This design comes from an exercise in tuning for small area on the open sky130 flow, not from production work. In this exercise RTL edits were held to simulation tests only and were not proved equivalent to the original. No activity file was given, so power comes from the tool's default toggle rates.

==> v16 <==
Design Decoder, start of the top module:
module Decoder(
    input wire              clk_390p625M        ,
    input wire              rst_n               ,
    input wire [63:0]       data_from_CDR       ,
    input wire [ 1:0]       sync_warning_ctrl   ,
    input wire [ 7:0]       resync_ctrl         ,
    input wire              monitor_EN          ,
    output logic            prbs31_sync_ready   ,
    output logic [9:0]      error_bit_count     ,
    output logic            decoder_sync_ready  ,
    output logic            decoder_sync_warning,
    output logic [1567:0]   data_1568bit        ,
    output logic [29:0]     packet_count        ,
    output logic [21:0]     error_packet_count  ,
    output logic            crc10_check_result
);
==> flow/config.mk <==
export PLATFORM = sky130hd
export DESIGN_NAME = Decoder
export DESIGN_NICKNAME = Decoder
export VERILOG_FILES = /design/flow/design.v
export SDC_FILE = /design/flow/constraint.sdc
export NUM_CORES = 8
export LEC_CHECK = 0
export CAP_MARGIN = 5
export CORE_MARGIN = 2
export CORE_UTILIZATION = 55
export GPL_TIMING_DRIVEN = 0
export PLACE_DENSITY = 0.65
export SLEW_MARGIN = 5
==> flow/constraint.sdc <==
create_clock -name core_clock -period 8.5 [get_ports {clk_390p625M}]
set_input_delay 1.7000 -clock core_clock [delete_from_list [all_inputs] [get_ports {clk_390p625M}]]
set_output_delay 1.7000 -clock core_clock [all_outputs]
set_load 0.01 [all_outputs]
standard.sh (not shown) runs the stock make flow with config.mk's settings and CLKGATE_MAP_FILE= SYNTH_SCRIPT=/design/flow/synth_recipe.tcl, a recipe that flattens the netlist after the stock synthesis.
==> flow/flow/run.sh <==
#!/bin/bash
# Own layout flow: the standard layout (standard.sh), with buf_1 port
# buffers, pins one track apart and a clock tree of clkbuf_8 without dummy loads.
export BUFFER_PORTS_ARGS="-buffer_cell sky130_fd_sc_hd__buf_1"
export PLACE_PINS_ARGS="-min_distance 1 -min_distance_in_tracks"
export CTS_ARGS="-sink_clustering_enable -repair_clock_nets -dont_use_dummy_load -buf_list sky130_fd_sc_hd__clkbuf_8 -sink_clustering_size 16 -sink_clustering_max_diameter 50"
bash standard.sh > standard.log 2>&1
==> v17 (differences from v16) <==
--- a/flow/design.v
+++ b/flow/design.v
@@ -219,12 +219,13 @@
     end
     always_ff @(posedge clk_390p625M) begin
         ud   <= ud_next;
         poly <= poly_next;
     end
-    always_ff @(posedge clk_390p625M) begin
-        if (idle_en) idle_res <= (ud == {6'h2C, {7{8'hBC}}});
+    always_ff @(posedge clk_390p625M or negedge rst_n) begin
+        if (!rst_n)       idle_res <= 1'b0;
+        else if (idle_en) idle_res <= (ud == {6'h2C, {7{8'hBC}}});
     end
     logic [1:0]     sh;
     logic [61:0]    dud;
     logic [4:0]     fs;
     logic [4:0]     fs_next;
@@ -283,15 +284,20 @@
     crc10_16bit u_g2 (.data_in(g2_in), .lfsr_q(q2), .crc_out(c2));
     crc10_15bit u_g3 (.data_in(g3_in), .lfsr_q(q3), .crc_out(c3));
     crc10_16bit u_g4 (.data_in(g4_in), .lfsr_q(q4), .crc_out(c4));
     wire crc_run = crc_en & ~ftail;
     wire crc_ok  = (c1 == dud[43:34]) & ~|c2 & ~|c3 & ~|c4;
-    always_ff @(posedge clk_390p625M) begin
-        q1 <= crc_run ? c1 : 10'd0;
-        q2 <= crc_run ? c2 : 10'd0;
-        q3 <= crc_run ? c3 : 10'd0;
-        q4 <= crc_run ? c4 : 10'd0;
+    always_ff @(posedge clk_390p625M or negedge rst_n) begin
+        if (!rst_n) begin
+            q1 <= '0; q2 <= '0; q3 <= '0; q4 <= '0;
+        end
+        else begin
+            q1 <= crc_run ? c1 : 10'd0;
+            q2 <= crc_run ? c2 : 10'd0;
+            q3 <= crc_run ? c3 : 10'd0;
+            q4 <= crc_run ? c4 : 10'd0;
+        end
     end
     always_ff @(posedge clk_390p625M or negedge rst_n) begin
         if (!rst_n)     crc10_check_result <= 1'b1;
         else if (ftail) crc10_check_result <= crc_ok;
     end
@@ -344,17 +350,17 @@
         wdat_n[205:204] = ~dud[1:0];
         webit [205:204] = {2{we[25]}};
         nwebit[205:204] = {2{nwe[25]}};
         gbit  [205:204] = {2{g[25]}};
         wdat_n[203:196] = ~dud[61:54];
-        webit [203:196] = '1;
-        nwebit[203:196] = '0;
-        gbit  [203:196] = {8{dly_tail}};
+        webit [203:196] = {8{we[26]}};
+        nwebit[203:196] = {8{nwe[26]}};
+        gbit  [203:196] = {8{g[26]}};
         wdat_n[9:0]     = ~dud[53:44];
-        webit [9:0]     = '1;
-        nwebit[9:0]     = '0;
-        gbit  [9:0]     = {10{dly_tail}};
+        webit [9:0]     = {10{we[26]}};
+        nwebit[9:0]     = {10{nwe[26]}};
+        gbit  [9:0]     = {10{g[26]}};
     end
     always_ff @(posedge clk_390p625M or negedge rst_n) begin
         if (!rst_n) begin
             wr    <= '0;
             oflag <= 1'b0;
==> flow/flow/run.sh (replaced) <==
#!/bin/bash
# Own layout flow: the standard layout (standard.sh), with buf_1 port
# buffers and a clock tree of clkbuf_8 without dummy loads.
export BUFFER_PORTS_ARGS="-buffer_cell sky130_fd_sc_hd__buf_1"
export CTS_ARGS="-sink_clustering_enable -repair_clock_nets -dont_use_dummy_load -buf_list sky130_fd_sc_hd__clkbuf_8 -sink_clustering_size 16 -sink_clustering_max_diameter 50"
bash standard.sh > standard.log 2>&1
- CAP_MARGIN: 5 -> 20
- CORE_UTILIZATION: 55 -> 65
- GPL_TIMING_DRIVEN: 0 -> default
- PLACE_DENSITY: 0.65 -> 0.75
- SLEW_MARGIN: 5 -> 20
==> v21 (differences from v16) <==
--- a/flow/design.v
+++ b/flow/design.v
@@ -219,12 +219,13 @@
     end
     always_ff @(posedge clk_390p625M) begin
         ud   <= ud_next;
         poly <= poly_next;
     end
-    always_ff @(posedge clk_390p625M) begin
-        if (idle_en) idle_res <= (ud == {6'h2C, {7{8'hBC}}});
+    always_ff @(posedge clk_390p625M or negedge rst_n) begin
+        if (!rst_n)       idle_res <= 1'b0;
+        else if (idle_en) idle_res <= (ud == {6'h2C, {7{8'hBC}}});
     end
     logic [1:0]     sh;
     logic [61:0]    dud;
     logic [4:0]     fs;
     logic [4:0]     fs_next;
@@ -283,15 +284,20 @@
     crc10_16bit u_g2 (.data_in(g2_in), .lfsr_q(q2), .crc_out(c2));
     crc10_15bit u_g3 (.data_in(g3_in), .lfsr_q(q3), .crc_out(c3));
     crc10_16bit u_g4 (.data_in(g4_in), .lfsr_q(q4), .crc_out(c4));
     wire crc_run = crc_en & ~ftail;
     wire crc_ok  = (c1 == dud[43:34]) & ~|c2 & ~|c3 & ~|c4;
-    always_ff @(posedge clk_390p625M) begin
-        q1 <= crc_run ? c1 : 10'd0;
-        q2 <= crc_run ? c2 : 10'd0;
-        q3 <= crc_run ? c3 : 10'd0;
-        q4 <= crc_run ? c4 : 10'd0;
+    always_ff @(posedge clk_390p625M or negedge rst_n) begin
+        if (!rst_n) begin
+            q1 <= '0; q2 <= '0; q3 <= '0; q4 <= '0;
+        end
+        else begin
+            q1 <= crc_run ? c1 : 10'd0;
+            q2 <= crc_run ? c2 : 10'd0;
+            q3 <= crc_run ? c3 : 10'd0;
+            q4 <= crc_run ? c4 : 10'd0;
+        end
     end
     always_ff @(posedge clk_390p625M or negedge rst_n) begin
         if (!rst_n)     crc10_check_result <= 1'b1;
         else if (ftail) crc10_check_result <= crc_ok;
     end
@@ -344,17 +350,17 @@
         wdat_n[205:204] = ~dud[1:0];
         webit [205:204] = {2{we[25]}};
         nwebit[205:204] = {2{nwe[25]}};
         gbit  [205:204] = {2{g[25]}};
         wdat_n[203:196] = ~dud[61:54];
-        webit [203:196] = '1;
-        nwebit[203:196] = '0;
-        gbit  [203:196] = {8{dly_tail}};
+        webit [203:196] = {8{we[26]}};
+        nwebit[203:196] = {8{nwe[26]}};
+        gbit  [203:196] = {8{g[26]}};
         wdat_n[9:0]     = ~dud[53:44];
-        webit [9:0]     = '1;
-        nwebit[9:0]     = '0;
-        gbit  [9:0]     = {10{dly_tail}};
+        webit [9:0]     = {10{we[26]}};
+        nwebit[9:0]     = {10{nwe[26]}};
+        gbit  [9:0]     = {10{g[26]}};
     end
     always_ff @(posedge clk_390p625M or negedge rst_n) begin
         if (!rst_n) begin
             wr    <= '0;
             oflag <= 1'b0;
==> flow/run.sh (new file) <==
#!/bin/bash
# synth_recipe.tcl (not shown) runs the flow's synth.tcl, then flattens the netlist and writes it again
# the make line also repeats each setting of config.mk as NAME=value (left out here)
make -C /OpenROAD-flow-scripts/flow DESIGN_CONFIG=/design/flow/config.mk WORK_HOME=/design/flow/orfs CLKGATE_MAP_FILE= SYNTH_SCRIPT=/design/flow/synth_recipe.tcl finish
- CAP_MARGIN: 5 -> 20
- CORE_UTILIZATION: 55 -> 30
- GPL_TIMING_DRIVEN: 0 -> default
- PLACE_DENSITY: 0.65 -> 0.4
- SLEW_MARGIN: 5 -> 20
removed: flow/flow/run.sh
removed: flow/standard.sh
==> comparison table <==
quantity	v16	v17	v21
Sequential cell count of the final layout	3662	-	3663
Most repeated library cell on the critical path	sky130_fd_sc_hd__clkbuf_1	-	sky130_fd_sc_hd__buf_4
Endpoint required time on the critical path	6.80 ns	-	6.80 ns
CTS tree	done	-	done
Worst hold start	dal[12]	-	ud[61]
Status	failed layout checks	aborted with a tool error	finished clean
Failing step	-	I/O pin placement	-
Violated checks	capacitance limit, slew limit	-	-
Share of total power in sequential cells	46.0%	-	28.7%
Clock Power	9170 uW	-	18200 uW
Gate power share	31.6%	-	47.9%
Group drawing the most power	registers	-	combinational cells
Power Sequential	18800 uW	-	22400 uW
Non-clk buf share	8.01%	-	11.3%
Insertion delay of the later-clocked pin in the worst-skew pair	1.11 ns	-	0.97 ns

## re-timing with driven ports
In the flow no input, the clock included, has a driving cell. The finished layouts below were timed again as built, in two steps. Step 1 (the two cells are an assumption about what drives the block):
set clk [get_ports {clk_390p625M}]
set_driving_cell -lib_cell sky130_fd_sc_hd__clkbuf_16 $clk
set_driving_cell -lib_cell sky130_fd_sc_hd__buf_2 [delete_from_list [all_inputs] $clk]
Step 2 adds t to the input delays and takes it off the output delays; t is the mean of the earliest and latest rising clock arrival at the registers after step 1. Input paths then give back, and output paths get back, about the clock's delay inside the block. a / b / c = ideal ports / drivers / drivers and shift; a / b = the first two.
run	t, ns	setup WS [ns]	hold WS [ns]	worst data-port slew with drivers (ns)	cell pins on the clock port's net
v16	1.159	2.141 / 2.029 / 3.188	0.286 / 0.286 / 0.286	0.10	1
v21	1.085	2.660 / 2.537 / 2.877	0.341 / 0.341 / 0.341	0.06	1
